This design comes from an exercise in tuning for small area on the open sky130 flow, not from production work. At most, simulation tests tie the RTL to the original design; equivalence was not proved. The clock input has no modelled driver; a real chip could not lean on it and would need a root buffer or a full tree. No activity file was given, so power comes from the tool's default toggle rates.

## run 1
Design DP_project, start of the top module:
module DP_project(
    input [1:0] mode,
    input start, cancel, door_close, fill_water, drain_water, in_clk,
    output door_lock, fill_valve, drain_valve, motor_bled,
    output [3:0] mode_led,
    output [2:0] status,
    output [4:0] ps_led,
    output [6:0] lcd_out,
    output [7:0] lcd_an
    );
    localparam IDLE = 3'd0, READY = 3'd1, WASH = 3'd2, RINSE = 3'd3, SPIN = 3'd4;
    reg [3:0] k;
    reg [1:0] s;
    reg       fp;        
    wire k9   = k[3] && k[0];
    wire tick = k[3] && !k[0] && !s[0];
    always @(posedge in_clk) begin
        if (cancel) begin
            k <= 4'd8;
            s <= 2'd3;
        end else if (k9) begin
            k <= 4'd0;
            s <= s + 1'b1;
        end else
            k <= k + 1'b1;
    end
    reg [2:0]  ps;
    reg [1:0]  step;
    reg        e;        
    reg        motor;
    reg [1:0]  ml;       
    reg [7:0]  r;        
    reg [4:0]  d;
    wire st_idle  = (ps == IDLE);
    wire st_ready = (ps == READY);
    wire st_wash  = (ps == WASH);
    wire st_rinse = (ps == RINSE);
    wire st_spin  = (ps == SPIN);
    wire st_wr    = st_wash || st_rinse;
    reg [4:0] dend;
    always @(*) begin
        case (ps)
            WASH:    dend = ml[0] ? 5'd7 : 5'd16;
            RINSE:   dend = ml[1] ? 5'd4 : (ml[0] ? 5'd1 : 5'd2);
            default: dend = (ml == 2'd3) ? 5'd0 : (ml == 2'd2) ? 5'd30 : 5'd28;
        endcase
    end
    wire r0   = (r == 8'd0);
    wire done = r0 && (d == dend);
    reg [4:0] dload;
    always @(*) begin
        case (mode)
            2'd0: dload = 5'd22;
            2'd1: dload = 5'd18;
            2'd2: dload = 5'd16;
            default: dload = 5'd4;
        endcase
    end
    wire [4:0] ddec = (d == 5'd16) ? 5'd9 : d - 1'b1;
    wire [1:0] dmode = {~d[1], d[2] ^ d[1]};
    always @(posedge in_clk) begin
        if (cancel) begin
            ps <= IDLE;
            step <= 2'b10;
  ...
Size: about 280 cells after synthesis, roughly 35 flip-flops, ~39 I/O pins, roughly 1900 µm² of cells after synthesis.
export LEC_CHECK = 0
export ABC_AREA = 1
export CAP_MARGIN = 20
export CORE_MARGIN = 2
export CORE_UTILIZATION = 40
export PLACE_DENSITY = 0.6
export SLEW_MARGIN = 20
create_clock -name core_clock -period 15.0 [get_ports {in_clk}]
standard.sh (not shown) runs the stock make flow with config.mk's settings and CLKGATE_MAP_FILE= SYNTH_SCRIPT=/design/flow/synth_recipe.tcl, a recipe that flattens the netlist after the stock synthesis.
==> flow/flow/run.sh <==
#!/bin/bash
set -euo pipefail
here=$(pwd)
export MY_ABC_SCRIPT=$here/flow/area.abc
args=(ADDER_MAP_FILE= SYNTH_SCRIPT=$here/flow/my_synth.tcl "BUFFER_PORTS_ARGS=-buffer_cell sky130_fd_sc_hd__buf_1" "CTS_ARGS=-sink_clustering_enable -repair_clock_nets -buf_list sky130_fd_sc_hd__clkbuf_4 -sink_clustering_size 20 -sink_clustering_max_diameter 300 -dont_use_dummy_load")
bash standard.sh "${args[@]}" synth > synth.log 2>&1
bash standard.sh "${args[@]}" finish > finish.log 2>&1
==> flow/flow/area.abc <==
strash
&get -n
&deepsyn -T 30
&put
strash
dch -f
amap
topo
==> flow/flow/my_synth.tcl <==
# The standard flow's synthesis (synth_recipe.tcl) with one change: the final abc
# mapping runs an area-oriented script (flow/area.abc) in place of the
# platform's.
proc synth {args} { yosys synth -nofsm -noshare {*}$args }
proc abc {args} {
  set i [lsearch -exact $args -script]
  if {$i >= 0} {
    set args [lreplace $args [expr {$i+1}] [expr {$i+1}] $::env(MY_ABC_SCRIPT)]
  }
  yosys abc {*}$args
}
source $::env(SCRIPTS_DIR)/synth.tcl
# left out here: clear keep_hierarchy, flatten, clean up, hide names made inside functions, write 1_2_yosys.v
Inputs modified between run 1 and run 2:
==> flow/flow/run.sh <==
#!/bin/bash
set -euo pipefail
here=$(pwd)
export MY_ABC_SCRIPT=$here/flow/area.abc
args=(ADDER_MAP_FILE= SYNTH_SCRIPT=$here/flow/my_synth.tcl "BUFFER_PORTS_ARGS=-buffer_cell sky130_fd_sc_hd__buf_1" "CTS_ARGS=-sink_clustering_enable -repair_clock_nets -buf_list sky130_fd_sc_hd__clkbuf_8 -sink_clustering_size 40 -sink_clustering_max_diameter 500 -dont_use_dummy_load")
bash standard.sh "${args[@]}" synth > synth.log 2>&1
bash standard.sh "${args[@]}" finish > finish.log 2>&1
--- outcome ---
Portion of total power attributed to combinational logic: run 2 vs run 1 up 3.8 points. Per the comparison of run 2 with run 1, placed cell area dropped about 0.5%, post-synthesis instance area dropped 0.40%. Run 2 ends up with a share of final layout cell area taken by clock buffers and inverters that is 1.5 points higher than in run 1. As far as portion of the layout cell area used by non-clock buffers is concerned, run 1 and run 2 perform about the same. Count of mapped cells out of synthesis for run 2: 1 up relative to run 1. On final cell count, run 1 tracks run 2 almost exactly. Share of layout cells above drive strength 1 delta (run 2 -> run 1): insignificant. For hold buffer count at CTS, run 1 and run 2 come out practically identical.
Relative to run 2, the following input files were edited for run 3:
# run 2
export LEC_CHECK = 0
export ABC_AREA = 1
export CAP_MARGIN = 20
export CORE_MARGIN = 2
export CORE_UTILIZATION = 40
export PLACE_DENSITY = 0.6
export SLEW_MARGIN = 20
create_clock -name core_clock -period 15.0 [get_ports {in_clk}]
# run 3
export LEC_CHECK = 0
export ABC_AREA = 1
export CAP_MARGIN = 20
export CORE_MARGIN = 2
export CORE_UTILIZATION = 40
export CTS_BUF_LIST = sky130_fd_sc_hd__clkbuf_16
export CTS_CLUSTER_DIAMETER = 200
export CTS_CLUSTER_SIZE = 50
export PLACE_DENSITY = 0.6
export SLEW_MARGIN = 20
create_clock -name core_clock -period 15.0 [get_ports {in_clk}]
==> flow/flow/run.sh <==
#!/bin/bash
set -euo pipefail
here=$(pwd)
export MY_ABC_SCRIPT=$here/flow/area.abc
args=(ADDER_MAP_FILE= SYNTH_SCRIPT=$here/flow/my_synth.tcl "BUFFER_PORTS_ARGS=-buffer_cell sky130_fd_sc_hd__buf_1")
bash standard.sh "${args[@]}" synth > synth.log 2>&1
bash standard.sh "${args[@]}" finish > finish.log 2>&1
--- outcome ---
- Comparing run 2 against run 3, there is no change at all in initial antenna violation count.
- Re number of H-tree levels: no difference whatsoever between run 3 and run 2.
- Against run 2, worst ir drop on vdd in run 3 came out worse.
- Delta (run 3 minus run 2): time the worst path needs with I/O delays and setup increased by 0.032 ns relative to the old numbers, global placement routability congestion decreased by 0.015 relative to the old numbers.
- From run 2 to run 3 the numbers moved as follows: site row count increased by 4.2% relative to the old numbers; wire length of the first global-routing pass flat.
- Fraction of final layout cells sized beyond drive strength 1 in run 3 is 0.31 points higher than in run 2
- Diff run 2 -> run 3: count of cell types in the netlist increased by 1 relative to the old numbers, cell leakage power picked up an extra 3.5%.
Here is what was changed in the inputs of run 4 compared with run 3.
# run 3
export LEC_CHECK = 0
export ABC_AREA = 1
export CAP_MARGIN = 20
export CORE_MARGIN = 2
export CORE_UTILIZATION = 40
export CTS_BUF_LIST = sky130_fd_sc_hd__clkbuf_16
export CTS_CLUSTER_DIAMETER = 200
export CTS_CLUSTER_SIZE = 50
export PLACE_DENSITY = 0.6
export SLEW_MARGIN = 20
create_clock -name core_clock -period 15.0 [get_ports {in_clk}]
# run 4
export LEC_CHECK = 0
export ABC_AREA = 1
export CAP_MARGIN = 20
export CORE_MARGIN = 2
export CORE_UTILIZATION = 40
export PLACE_DENSITY = 0.6
export SLEW_MARGIN = 20
create_clock -name core_clock -period 15.0 [get_ports {in_clk}]
==> flow/flow/run.sh <==
#!/bin/bash
set -euo pipefail
here=$(pwd)
export MY_ABC_SCRIPT=$here/flow/area.abc
args=(ADDER_MAP_FILE= SYNTH_SCRIPT=$here/flow/my_synth.tcl "BUFFER_PORTS_ARGS=-buffer_cell sky130_fd_sc_hd__buf_1" "CTS_ARGS=-sink_clustering_enable -repair_clock_nets -buf_list sky130_fd_sc_hd__clkbuf_4 -dont_use_dummy_load")
bash standard.sh "${args[@]}" synth > synth.log 2>&1
bash standard.sh "${args[@]}" finish > finish.log 2>&1
[summary]
Looking at final setup slack of the worst path across both flows, run 4 is the weaker of the two, with run 3 ahead.
Diff run 3 -> run 4: maximum frequency from static timing analysis flat, cell count down about 0.54%, final area down about 4.4%.
For routed wire length, run 4 and run 3 come out practically identical.
Worst hold slack after final layout: run 4 better than run 3
Function was not checked in any run of this note: the RTL went through the layout flow alone.

Setup of build 31:
DP_project again, from the RTL that the note above started with.
Settings: LEC_CHECK=0, ABC_AREA=1, CAP_MARGIN=20, CORE_MARGIN=2, CORE_UTILIZATION=40, PLACE_DENSITY=0.6, SLEW_MARGIN=20; clock period 15.0 ns.
==> flow/flow/run.sh <==
#!/bin/bash
set -euo pipefail
here=$(pwd)
export MY_ABC_SCRIPT=$here/flow/area.abc
args=(ADDER_MAP_FILE= SYNTH_SCRIPT=$here/flow/my_synth.tcl "BUFFER_PORTS_ARGS=-buffer_cell sky130_fd_sc_hd__buf_1" "CTS_ARGS=-sink_clustering_enable -repair_clock_nets -buf_list sky130_fd_sc_hd__clkbuf_4 -sink_clustering_size 40 -sink_clustering_max_diameter 500 -dont_use_dummy_load")
bash standard.sh "${args[@]}" synth > synth.log 2>&1
bash standard.sh "${args[@]}" finish > finish.log 2>&1
Scripts as last shown in full above: flow/flow/area.abc, flow/flow/my_synth.tcl
Build 31 closes out successfully: all stages finished, all timing, DRC and antenna checks passed.
Inputs modified between build 31 and build 26:
- CTS_BUF_LIST newly set to sky130_fd_sc_hd__clkbuf_4
==> flow/flow/run.sh <==
#!/bin/bash
set -euo pipefail
here=$(pwd)
export MY_ABC_SCRIPT=$here/flow/area.abc
args=(ADDER_MAP_FILE= SYNTH_SCRIPT=$here/flow/my_synth.tcl "BUFFER_PORTS_ARGS=-buffer_cell sky130_fd_sc_hd__buf_1")
bash standard.sh "${args[@]}" synth > synth.log 2>&1
bash standard.sh "${args[@]}" finish > finish.log 2>&1
--- outcome ---
Every stage of the flow completed for build 26, and the final layout passed the timing, design-rule and antenna checks.
The met3 track utilization from global routing was comparable across build 26 and build 31.
Compared with build 31, build 26 shows a lower first-iteration DRC count.
Build 26 has relative slew slack above what build 31 had.
Clock power share is higher on build 26
As far as instance count of the mapped netlist goes, build 31 and build 26 are indistinguishable; the numbers are identical.
When the final numbers for build 26 and build 31 were put side by side, the relative contribution of combinational cells to total power turned out to be smaller in build 26.
Compared with build 31, in build 26 summed area of non-filler cells in the final layout moved up; share of the final layout cell area in multi-input gates moved down.
Changes in build 70 relative to build 26:
- a deleted CTS_BUF_LIST that had been sky130_fd_sc_hd__clkbuf_4
==> flow/flow/run.sh <==
#!/bin/bash
set -euo pipefail
here=$(pwd)
export MY_ABC_SCRIPT=$here/flow/area.abc
args=(ADDER_MAP_FILE= SYNTH_SCRIPT=$here/flow/my_synth.tcl "BUFFER_PORTS_ARGS=-buffer_cell sky130_fd_sc_hd__buf_1" "CTS_ARGS=-sink_clustering_enable -repair_clock_nets -buf_list sky130_fd_sc_hd__clkbuf_2 -root_buf sky130_fd_sc_hd__clkbuf_4 -sink_clustering_size 12 -sink_clustering_max_diameter 100 -dont_use_dummy_load")
bash standard.sh "${args[@]}" synth > synth.log 2>&1
bash standard.sh "${args[@]}" finish > finish.log 2>&1
## What came out
- Starting density of the core in build 70 is 0.19 points higher than in build 26
- In build 70 the clock power turned out about 7% lower than in build 26.
- The setup slack of build 70 is smaller than that of build 26.
- Measured against each other, build 26 and build 70 differ in share of power burned in registers, the lower figure coming from build 26.
- Build 70 has clock period minus worst slack above what build 26 had.
- | number of clock-tree buffers in the layout | build 70 vs build 26 | ≈ equal |
- Complex-gate fraction of the synthesized area up 2.0 points in build 70 wrt build 26
- Transition time at the pin with the least slew margin ended up 0.028 ns lower on build 70 than on build 26.
- Build 70 ended with less fraction of layout instances using a drive strength above 1 than build 26.
- Number of iterations in the first detailed-routing pass delta for build 70 relative to build 26: 1 higher
Input-level comparison between build 39 and build 70:
==> flow/flow/run.sh <==
#!/bin/bash
set -euo pipefail
here=$(pwd)
export MY_ABC_SCRIPT=$here/flow/area.abc
args=(ADDER_MAP_FILE= SYNTH_SCRIPT=$here/flow/my_synth.tcl "BUFFER_PORTS_ARGS=-buffer_cell sky130_fd_sc_hd__buf_1")
bash standard.sh "${args[@]}" synth > synth.log 2>&1
bash standard.sh "${args[@]}" finish > finish.log 2>&1
[summary]
Cell area reported after detailed placement: build 70 and build 39 compared, lower one is build 39
The post-synthesis average cell area on build 39 is in line with that on build 70.
The time the worst path needs with I/O delays and setup of build 39 is lower than that of build 70.
Looking at synthesized cell count, build 39 sits 2 below build 70.
Diff build 70 and build 39: net switching share of the total power lower in build 39
Comparing build 70 and build 39, the lower met3 usage in global routing is on build 70.
On largest fanout on the critical path, build 70 tracks build 39 almost exactly.
Delta (build 39 minus build 70): final weighted congestion of routability-driven global placement rose about 1.9%, power per unit of standard cell area rose 8.9 nW/um^2, total of clock buffers placed in the layout rose 1.
Function was not checked in any run of this note: the RTL went through the layout flow alone.

## lane 1
The RTL this note starts from:
==> flow/design.v <==
module DP_project(
    input [1:0] mode,
    input start, cancel, door_close, fill_water, drain_water, in_clk,
    output door_lock, fill_valve, drain_valve, motor_bled,
    output [3:0] mode_led,
    output [2:0] status,
    output [4:0] ps_led,
    output [6:0] lcd_out,
    output [7:0] lcd_an
    );
    localparam IDLE = 2'd0, SPIN = 2'd1, WASH = 2'd2, RINSE = 2'd3;
    reg [3:0] k;
    reg [1:0] s;
    reg       fp;        
    wire k0   = !k[0] && !k[2];
    wire k1   = !k[1] && !k[3];
    wire k8   = !k[0] && !k[3];
    wire k9   = !k[0] && !k[1] && k[2];
    wire tick = k8 && !s[0];
    always @(posedge in_clk) begin
        if (cancel) begin
            k <= 4'b0110;
            s <= 2'd3;
        end else begin
            k <= {k[2:0], k[0] ^ k[3] ^ (!k[1] && k[2])};
            if (k9)
                s <= s + 1'b1;
        end
    end
    reg [1:0]  ps;
    reg [1:0]  step;
    reg        x;
    reg [1:0]  ml;       
    reg [7:0]  rn;       
    reg [4:0]  d;
    wire st_idle  = (ps == IDLE);
    wire st_ready = (ps == SPIN) && step[0];
    wire st_wash  = (ps == WASH);
    wire st_rinse = (ps == RINSE);
    wire st_spin  = (ps == SPIN) && !step[0];
    wire st_wr    = st_wash || st_rinse;
    wire motor    = ((st_wr && step[0]) || st_spin) && x;
    wire e        = st_wash  ? !(step == 2'b00 && !x) :
                    st_rinse ? !(!x && !step[0]) : x;
    reg [2:0] dend;
    always @(*) begin
        case (ps)
            WASH:    dend = ml[0] ? 3'b111 : 3'b000;
            RINSE:   dend = ml[1] ? 3'b100 : (ml[0] ? 3'b001 : 3'b010);
            default: dend = (ml == 2'd3) ? 3'b000 : (ml == 2'd2) ? 3'b110 : 3'b100;
        endcase
    end
    wire [7:0] r = ~rn;
    wire r0   = (r == 8'd0);
    wire done = r0 && (d[2:0] == dend);
    reg [4:0] dload;
    always @(*) begin
        case (mode)
            2'd0: dload = 5'd22;
            2'd1: dload = 5'd18;
            2'd2: dload = 5'd16;
            default: dload = 5'd4;
        endcase
    end
    wire [4:0] ddec = (d == 5'd16) ? 5'd9 : d - 1'b1;
    wire [1:0] dmode = {~d[1], d[2] ^ d[1]};
    always @(posedge in_clk) begin
        if (cancel) begin
            ps <= IDLE;
            step <= 2'b10;
            x <= 1'b0;
            ml <= 2'd0;
            rn <= 8'hff;
            d <= 5'd0;
        end else if (tick) begin
            if (!motor || done)
                rn <= 8'hff;
            else
                rn <= ~{r[6:0], ~(r[7] ^ r[5] ^ r[0] ^ (r[4] & r[3]))};
            if (st_idle)
                d <= dload;
            else if (motor && r0)
                d <= ddec;
            case (ps)
                IDLE: begin
                    if (start && door_close) begin
                        ps <= SPIN;
                        step[0] <= 1'b1;
                    end else if (start) begin
                        step[0] <= 1'b1;
                    end else begin
                        x <= 1'b1;
                        step <= 2'b00;
                        ml <= mode;
                    end
                end
                SPIN: begin
                    if (step[0]) begin  
                        x <= 1'b0;
                        step <= 2'b00;
                        ml <= dmode;
                        ps <= (dmode[1] == 1'b0) ? WASH : (dmode[0] ? SPIN : RINSE);
                    end else if (!done) begin
                        x <= 1'b1;
                    end else begin
                        x <= 1'b0;
                        step <= 2'b00;
                        ps <= IDLE;
                    end
                end
                default: begin  
                    case (step)
                        2'd0: begin
                            x <= !fill_water;
                            step <= {1'b0, fill_water};
                        end
                        2'b01: begin
                            x <= 1'b1;
                            if (done) step <= 2'b11;
                        end
                        2'b11: begin
                            x <= drain_water;
                            if (drain_water) step <= 2'b10;
                        end
                        default: begin
                            if (!x)
                                step <= 2'b00;
                            else if (st_wash) begin
                                x <= 1'b0;
                                ps <= RINSE;
                            end else begin
                                x <= 1'b0;
                                step <= 2'b00;
                                ps <= SPIN;
                            end
                        end
                    endcase
                end
            endcase
        end
    end
    wire z  = (st_idle || st_ready) && step[1];
    wire rd = st_idle && step[0];
    assign door_lock   = !st_idle;
    assign motor_bled  = motor;
    assign fill_valve  = st_wr && !step[1] && (step[0] ^ x);
    assign drain_valve = st_wr && step[1] && (step[0] ^ x);
    assign mode_led    = z ? 4'b0000 : (4'b0001 << ml);
    assign status      = !st_idle ? 3'b010 :
                         rd ? 3'b001 : e ? 3'b100 : z ? 3'b000 : 3'b010;
    reg [4:0] psl;
    always @(*) begin
        if (st_idle || st_ready)
            psl = z ? 5'b00000 : e ? 5'b00001 : 5'b10000;
        else if (st_wash)
            psl = e ? 5'b00100 : 5'b00010;
        else if (st_rinse)
            psl = e ? 5'b01000 : (ml[1] ? 5'b00010 : 5'b00100);   
        else
            psl = e ? 5'b10000 : (ml == 2'd3 ? 5'b00010 : 5'b01000);
    end
    assign ps_led = psl;
    wire       ten  = d[4] && !d[3];
    wire [3:0] unit = {d[3] && !d[4], d[2:0] & {3{!(d[4] && d[3])}}};
    reg [3:0] ur;        
    reg       tb;        
    reg       tr;        
    wire s0 = (s == 2'd0);
    wire at00 = s0 && k0;
    wire at08 = tick && !s[1];
    wire at11 = (s == 2'd1) && k1;
    always @(posedge in_clk) begin
        if (cancel) begin
            ur <= 4'd0;
            tb <= 1'b0;
            tr <= 1'b0;
            fp <= 1'b1;
        end else begin
            if (at00)
                ur <= unit;
            if (at08)
                tb <= ten;
            if (at11) begin
                tr <= ten;
                fp <= 1'b0;
            end
        end
    end
    wire       blank = fp && ((s == 2'd3) || ((s == 2'd1) && k0));
    wire [3:0] dig = s0 ? ur : {3'b000, at11 ? tb : tr};
    wire [1:0] an = {s0 || (fp && s == 2'd3), !(s0 || (fp && s == 2'd3 && k[3]))};
    wire A = dig[3], B = dig[2], C = dig[1], D = dig[0];
    wire sa = A | C | (B & D) | (!B & !D);
    wire sb = !B | (!C & !D) | (C & D);
    wire sc = B | !C | D;
    wire sd = A | (!B & !D) | (!B & C) | (C & !D) | (B & !C & D);
    wire se = (!B & !D) | (C & !D);
    wire sf = A | (!C & !D) | (B & !C) | (B & !D);
    wire sg = A | (!B & C) | (B & !C) | (C & !D);
    wire [6:0] seg = ~{sg, sf, se, sd, sc, sb, sa};
    assign lcd_out = blank ? 7'b1111111 : seg;
    assign lcd_an  = {6'b111111, an};
endmodule
clock: 15.0 ns
lec_check: 0
abc_area: 1
cap_margin: 20
core_margin: 2
core_utilization: 40
place_density: 0.6
slew_margin: 20
==> flow/flow/run.sh <==
#!/bin/bash
# The standard layout (standard.sh) with these changes:
#  - synthesis: no adder-cell extraction, and the final abc mapping uses an
#    area script, tried with several seeds, keeping the smallest netlist
#    (flow/my_synth.tcl, flow/area.abc); registers are untouched;
#  - every port still gets a buffer, of the smallest buffer cell (buf_1);
#  - clock tree of clkbuf_4 cells, without dummy loads;
#  - the constant outputs share one tie cell (no tie fanout repair).
# Each step writes its full output to its own log in this folder.
set -euo pipefail
here=$(pwd)
export MY_ABC_SCRIPT=$here/flow/area.abc
export MY_ABC_SEEDS="3"
args=(ADDER_MAP_FILE=
      SYNTH_SCRIPT=$here/flow/my_synth.tcl
      SKIP_REPAIR_TIE_FANOUT=1
      POST_CTS_TCL=$here/flow/post_cts.tcl
      "BUFFER_PORTS_ARGS=-buffer_cell sky130_fd_sc_hd__buf_1"
      "CTS_ARGS=-sink_clustering_enable -repair_clock_nets -buf_list sky130_fd_sc_hd__clkbuf_4 -dont_use_dummy_load")
bash standard.sh "${args[@]}" synth > synth.log 2>&1
bash standard.sh "${args[@]}" finish > finish.log 2>&1
==> flow/flow/area.abc <==
strash
&get -n
&deepsyn -T 25 -S @SEED@
&put
strash
dch -f
amap
topo
==> flow/flow/my_synth.tcl <==
# The standard flow's synthesis (synth_recipe.tcl) with one change: the final abc
# mapping runs an area-oriented script (flow/area.abc) several times with
# different random seeds for its &deepsyn step, and keeps the smallest
# result by liberty cell area.
proc synth {args} { yosys synth -nofsm -noshare {*}$args }
proc abc {args} {
  set i [lsearch -exact $args -script]
  set lib [lindex $args [expr {[lsearch -exact $args -liberty] + 1}]]
  set seeds $::env(MY_ABC_SEEDS)
  set tmpl [read [open $::env(MY_ABC_SCRIPT)]]
  yosys design -save preabc
  set best -1
  set bestseed [lindex $seeds 0]
  foreach seed $seeds {
    set f $::env(OBJECTS_DIR)/area_s$seed.abc
    set fh [open $f w]
    puts $fh [string map [list @SEED@ $seed] $tmpl]
    close $fh
    set a [lreplace $args [expr {$i+1}] [expr {$i+1}] $f]
    yosys design -load preabc
    yosys abc {*}$a
    yosys tee -q -o $::env(OBJECTS_DIR)/area_s$seed.txt stat -liberty $lib
    set fh [open $::env(OBJECTS_DIR)/area_s$seed.txt r]
    set txt [read $fh]
    close $fh
    regexp {Chip area for module[^:]*:\s*([0-9.]+)} $txt -> area
    puts "abc seed $seed: area $area"
    if {$best < 0 || $area < $best} {
      set best $area
      set bestseed $seed
      yosys design -save bestabc
    }
  }
  puts "abc: keeping seed $bestseed, area $best"
  yosys design -load bestabc
}
source $::env(SCRIPTS_DIR)/synth.tcl
# left out here: clear keep_hierarchy, flatten, clean up, hide names made inside functions, write 1_2_yosys.v
==> flow/flow/post_cts.tcl <==
set block [ord::get_db_block]
set port_net [[$block findBTerm in_clk] getNet]
set loads [$port_net getITerms]
if { [llength $loads] == 1 } {
  set root [[lindex $loads 0] getInst]
  set root_out ""
  foreach it [$root getITerms] {
    if { [$it isOutputSignal] } { set root_out [$it getNet] }
  }
  if { $root_out ne "" } {
    set sinks [$root_out getITerms]
    set ok 1
    set bufs {}
    foreach it $sinks {
      if { [$it isOutputSignal] } { continue }
      set inst [$it getInst]
      if { ![string match "sky130_fd_sc_hd__clkbuf_*" [[$inst getMaster] getName]] } { set ok 0 }
      lappend bufs $it
    }
    if { $ok && [llength $bufs] > 0 && [llength $bufs] <= 4 && [llength [$root_out getBTerms]] == 0 } {
      foreach it $bufs {
        $it disconnect
        $it connect $port_net
      }
      [lindex $loads 0] disconnect
      odb::dbInst_destroy $root
      odb::dbNet_destroy $root_out
      puts "post_cts: removed root clock buffer, clock port drives [llength $bufs] clock buffers"
    } else {
      puts "post_cts: clock tree left as built"
    }
  }
}
### lane 1 -> lane 2
diff --git a/flow/flow/run.sh b/flow/flow/run.sh
--- a/flow/flow/run.sh
+++ b/flow/flow/run.sh
@@ -11,9 +11,8 @@
 here=$(pwd)
 export MY_ABC_SCRIPT=$here/flow/area.abc
-export MY_ABC_SEEDS="3"
+export MY_ABC_SEEDS="1 2 3 4 5 6"
 args=(ADDER_MAP_FILE=
       SYNTH_SCRIPT=$here/flow/my_synth.tcl
       SKIP_REPAIR_TIE_FANOUT=1
-      POST_CTS_TCL=$here/flow/post_cts.tcl
       "BUFFER_PORTS_ARGS=-buffer_cell sky130_fd_sc_hd__buf_1"
       "CTS_ARGS=-sink_clustering_enable -repair_clock_nets -buf_list sky130_fd_sc_hd__clkbuf_4 -dont_use_dummy_load")
removed: flow/flow/post_cts.tcl
## What came out
Lane 2: full flow OK, the timing, design-rule and antenna checks passed
Higher total of clock buffers placed in the layout among lane 2 and lane 1: lane 2
Going from lane 1 to lane 2, the met2 demand-to-capacity share in global routing was found to have gone down by 0.66 points.
[compare] base=lane 1 new=lane 2: final period demand of the worst path higher; non-filler instance count after layout decreased by 6 relative to the old numbers.
Relative to lane 1, the power density normalized to cell area measured on lane 2 has increased by a few percent.
Comparing lane 2 and lane 1, sequential share of cell area is higher on lane 2.
Measured against each other, lane 2 and lane 1 differ in area enclosed by the die boundary, the higher figure coming from lane 1.
Setup slack in lane 2 is smaller than in lane 1.
Compared with lane 1, lane 2 shows total non-filler cell area in the finished layout that has gone down slightly.
Against lane 1, lane 2 reports a largest fanout of any net on the critical path that is lower.
Compared to lane 1, lane 2 has wire length 3.4% lower.
> inputs changed (lane 2 -> lane 3)
diff --git a/flow/flow/run.sh b/flow/flow/run.sh
--- a/flow/flow/run.sh
+++ b/flow/flow/run.sh
@@ -11,10 +11,10 @@
 here=$(pwd)
 export MY_ABC_SCRIPT=$here/flow/area.abc
-export MY_ABC_SEEDS="1 2 3 4 5 6"
+export MY_ABC_SEEDS="3"
 args=(ADDER_MAP_FILE=
       SYNTH_SCRIPT=$here/flow/my_synth.tcl
       SKIP_REPAIR_TIE_FANOUT=1
       "BUFFER_PORTS_ARGS=-buffer_cell sky130_fd_sc_hd__buf_1"
-      "CTS_ARGS=-sink_clustering_enable -repair_clock_nets -buf_list sky130_fd_sc_hd__clkbuf_4 -dont_use_dummy_load")
+      "CTS_ARGS=-repair_clock_nets -buf_list sky130_fd_sc_hd__clkbuf_4 -dont_use_dummy_load")
 bash standard.sh "${args[@]}" synth > synth.log 2>&1
 bash standard.sh "${args[@]}" finish > finish.log 2>&1
==> summary.txt <==
Lower synthesized cell count among lane 2 and lane 3: lane 2
Combinational power share ended up 1.1 points higher on lane 3 than on lane 2.
The final reports for lane 3 and lane 2 show multi-input logic area higher in the former.
Total chip power is higher on lane 3
On post-route clock period utilization, lane 2 and lane 3 are basically level.
Lane 2 -> lane 3: initial antenna violation count delta 0, exact match
Changes in lane 4 relative to lane 3:
diff --git a/flow/flow/run.sh b/flow/flow/run.sh
--- a/flow/flow/run.sh
+++ b/flow/flow/run.sh
@@ -16,5 +16,5 @@
       SKIP_REPAIR_TIE_FANOUT=1
       "BUFFER_PORTS_ARGS=-buffer_cell sky130_fd_sc_hd__buf_1"
-      "CTS_ARGS=-repair_clock_nets -buf_list sky130_fd_sc_hd__clkbuf_4 -dont_use_dummy_load")
+      "CTS_ARGS=-sink_clustering_enable -repair_clock_nets -buf_list sky130_fd_sc_hd__clkbuf_4 -dont_use_dummy_load -sink_clustering_size 16 -sink_clustering_max_diameter 1000 -sink_clustering_levels 1")
 bash standard.sh "${args[@]}" synth > synth.log 2>&1
 bash standard.sh "${args[@]}" finish > finish.log 2>&1
Findings:
Lane 4 has completed all stages; timing, DRC and antenna checks passed. Diff lane 3..lane 4 | register fraction of the total cell area | unchanged. Diff lane 3 -> lane 4: cell depth of the worst flop-to-flop path barely changed, fraction of area in multi-input gates saw little to no change.
For lane 5, these inputs were changed with respect to lane 4:
==> flow/flow/run.sh <==
#!/bin/bash
# The standard layout (standard.sh) with these changes:
#  - synthesis: no adder-cell extraction, and the final abc mapping uses an
#    area script, tried with several seeds, keeping the smallest netlist
#    (flow/my_synth.tcl, flow/area.abc); registers are untouched;
#  - every port still gets a buffer, of the smallest buffer cell (buf_1);
#  - clock tree of clkbuf_4 cells, without dummy loads;
#  - the constant outputs share one tie cell (no tie fanout repair);
set -euo pipefail
here=$(pwd)
export MY_ABC_SCRIPT=$here/flow/area.abc
export MY_ABC_SEEDS="1 2 3 4 5 6 7 8"
args=(ADDER_MAP_FILE=
      SYNTH_SCRIPT=$here/flow/my_synth.tcl
      SKIP_REPAIR_TIE_FANOUT=1
      POST_CTS_TCL=$here/flow/post_cts.tcl
      "BUFFER_PORTS_ARGS=-buffer_cell sky130_fd_sc_hd__buf_1"
      "CTS_ARGS=-sink_clustering_enable -repair_clock_nets -buf_list sky130_fd_sc_hd__clkbuf_4 -dont_use_dummy_load")
bash standard.sh "${args[@]}" synth > synth.log 2>&1
bash standard.sh "${args[@]}" finish > finish.log 2>&1
==> flow/flow/area.abc <==
strash
&get -n
&deepsyn -T 30 -S @SEED@
&put
strash
dch -f
amap
topo
==> flow/flow/post_cts.tcl (new file) <==
set block [ord::get_db_block]
set port_net [[$block findBTerm in_clk] getNet]
set loads [$port_net getITerms]
if { [llength $loads] == 1 } {
  set root [[lindex $loads 0] getInst]
  set root_out ""
  foreach it [$root getITerms] {
    if { [$it isOutputSignal] } { set root_out [$it getNet] }
  }
  if { $root_out ne "" } {
    set sinks [$root_out getITerms]
    set ok 1
    set bufs {}
    foreach it $sinks {
      if { [$it isOutputSignal] } { continue }
      set inst [$it getInst]
      if { ![string match "sky130_fd_sc_hd__clkbuf_*" [[$inst getMaster] getName]] } { set ok 0 }
      lappend bufs $it
    }
    if { $ok && [llength $bufs] > 0 && [llength $bufs] <= 4 && [llength [$root_out getBTerms]] == 0 } {
      foreach it $bufs {
        $it disconnect
        $it connect $port_net
      }
      [lindex $loads 0] disconnect
      odb::dbInst_destroy $root
      odb::dbNet_destroy $root_out
      puts "post_cts: removed root clock buffer, clock port drives [llength $bufs] clock buffers"
    } else {
      puts "post_cts: clock tree left as built"
    }
  }
}
Results
Of lane 5 and lane 4, lane 5 shows the lower worst-skew pair later-pin latency, with lane 4 above it. Lane 5 vs lane 4 on relative area of non-clock buffer cells in the final design: lane 5 is the higher one. Total power: lane 5 below lane 4. On clock distribution area overhead in the final layout, the lower figure sits with lane 5, not lane 4. lcd_out[0] as the timing endpoint of the critical path was reported by lane 5, and lcd_out[3] by lane 4. Lane 5 vs lane 4: cell depth of the worst setup path down. Compared with lane 4, in lane 5 placeable core region went down by 0.70%; setup slack went up by 0.16 ns.

==> afterwards: timing with drivers on the ports <==
The flow's constraints put no driver on any port. The routed layouts listed below were extracted and timed again, unchanged, in two steps.
Step 1 (the two cells are an assumption about what drives the block):
set clk [get_ports {in_clk}]
set_driving_cell -lib_cell sky130_fd_sc_hd__clkbuf_16 $clk
set_driving_cell -lib_cell sky130_fd_sc_hd__buf_2 [delete_from_list [all_inputs] $clk]
Step 2 times the ports against the registers' clock, not the clock port: input delays grow and output delays shrink by t, the midpoint of the rising clock arrivals with the driver on.
Three values: ideal, step 1, step 2; two values: the first two.
| run | t, ns | setup slack, ns | worst setup path after step 2 | slew at the worst register clock pin (ns) |
|---|---|---|---|---|
| run 1 | 0.354 | 9.579 / 9.554 / 9.909 | register to output | 0.11 / 0.11 |
| run 2 | 0.310 | 9.623 / 9.595 / 9.905 | register to output | 0.07 / 0.07 |
| run 3 | 0.305 | 9.591 / 9.559 / 9.864 | register to output | 0.05 / 0.05 |
| run 4 | 0.354 | 9.579 / 9.554 / 9.909 | register to output | 0.11 / 0.11 |
| build 31 | 0.354 | 9.579 / 9.554 / 9.909 | register to output | 0.11 / 0.11 |
| build 26 | 0.357 | 9.578 / 9.553 / 9.910 | register to output | 0.11 / 0.11 |
| build 70 | 0.345 | 9.536 / 9.509 / 9.853 | register to output | 0.11 / 0.11 |
| build 39 | 0.307 | 9.652 / 9.625 / 9.932 | register to output | 0.07 / 0.07 |
| lane 1 | 0.195 | 9.812 / 9.768 / 9.962 | register to output | 0.10 / 0.10 |
| lane 2 | 0.345 | 9.679 / 9.653 / 9.998 | register to output | 0.10 / 0.10 |
| lane 3 | 0.343 | 9.694 / 9.669 / 9.991 | input to register | 0.10 / 0.10 |
| lane 4 | 0.343 | 9.694 / 9.669 / 9.991 | input to register | 0.10 / 0.10 |
| lane 5 | 0.194 | 9.850 / 9.806 / 10.000 | register to output | 0.09 / 0.09 |
After both steps every run listed still meets setup and hold.
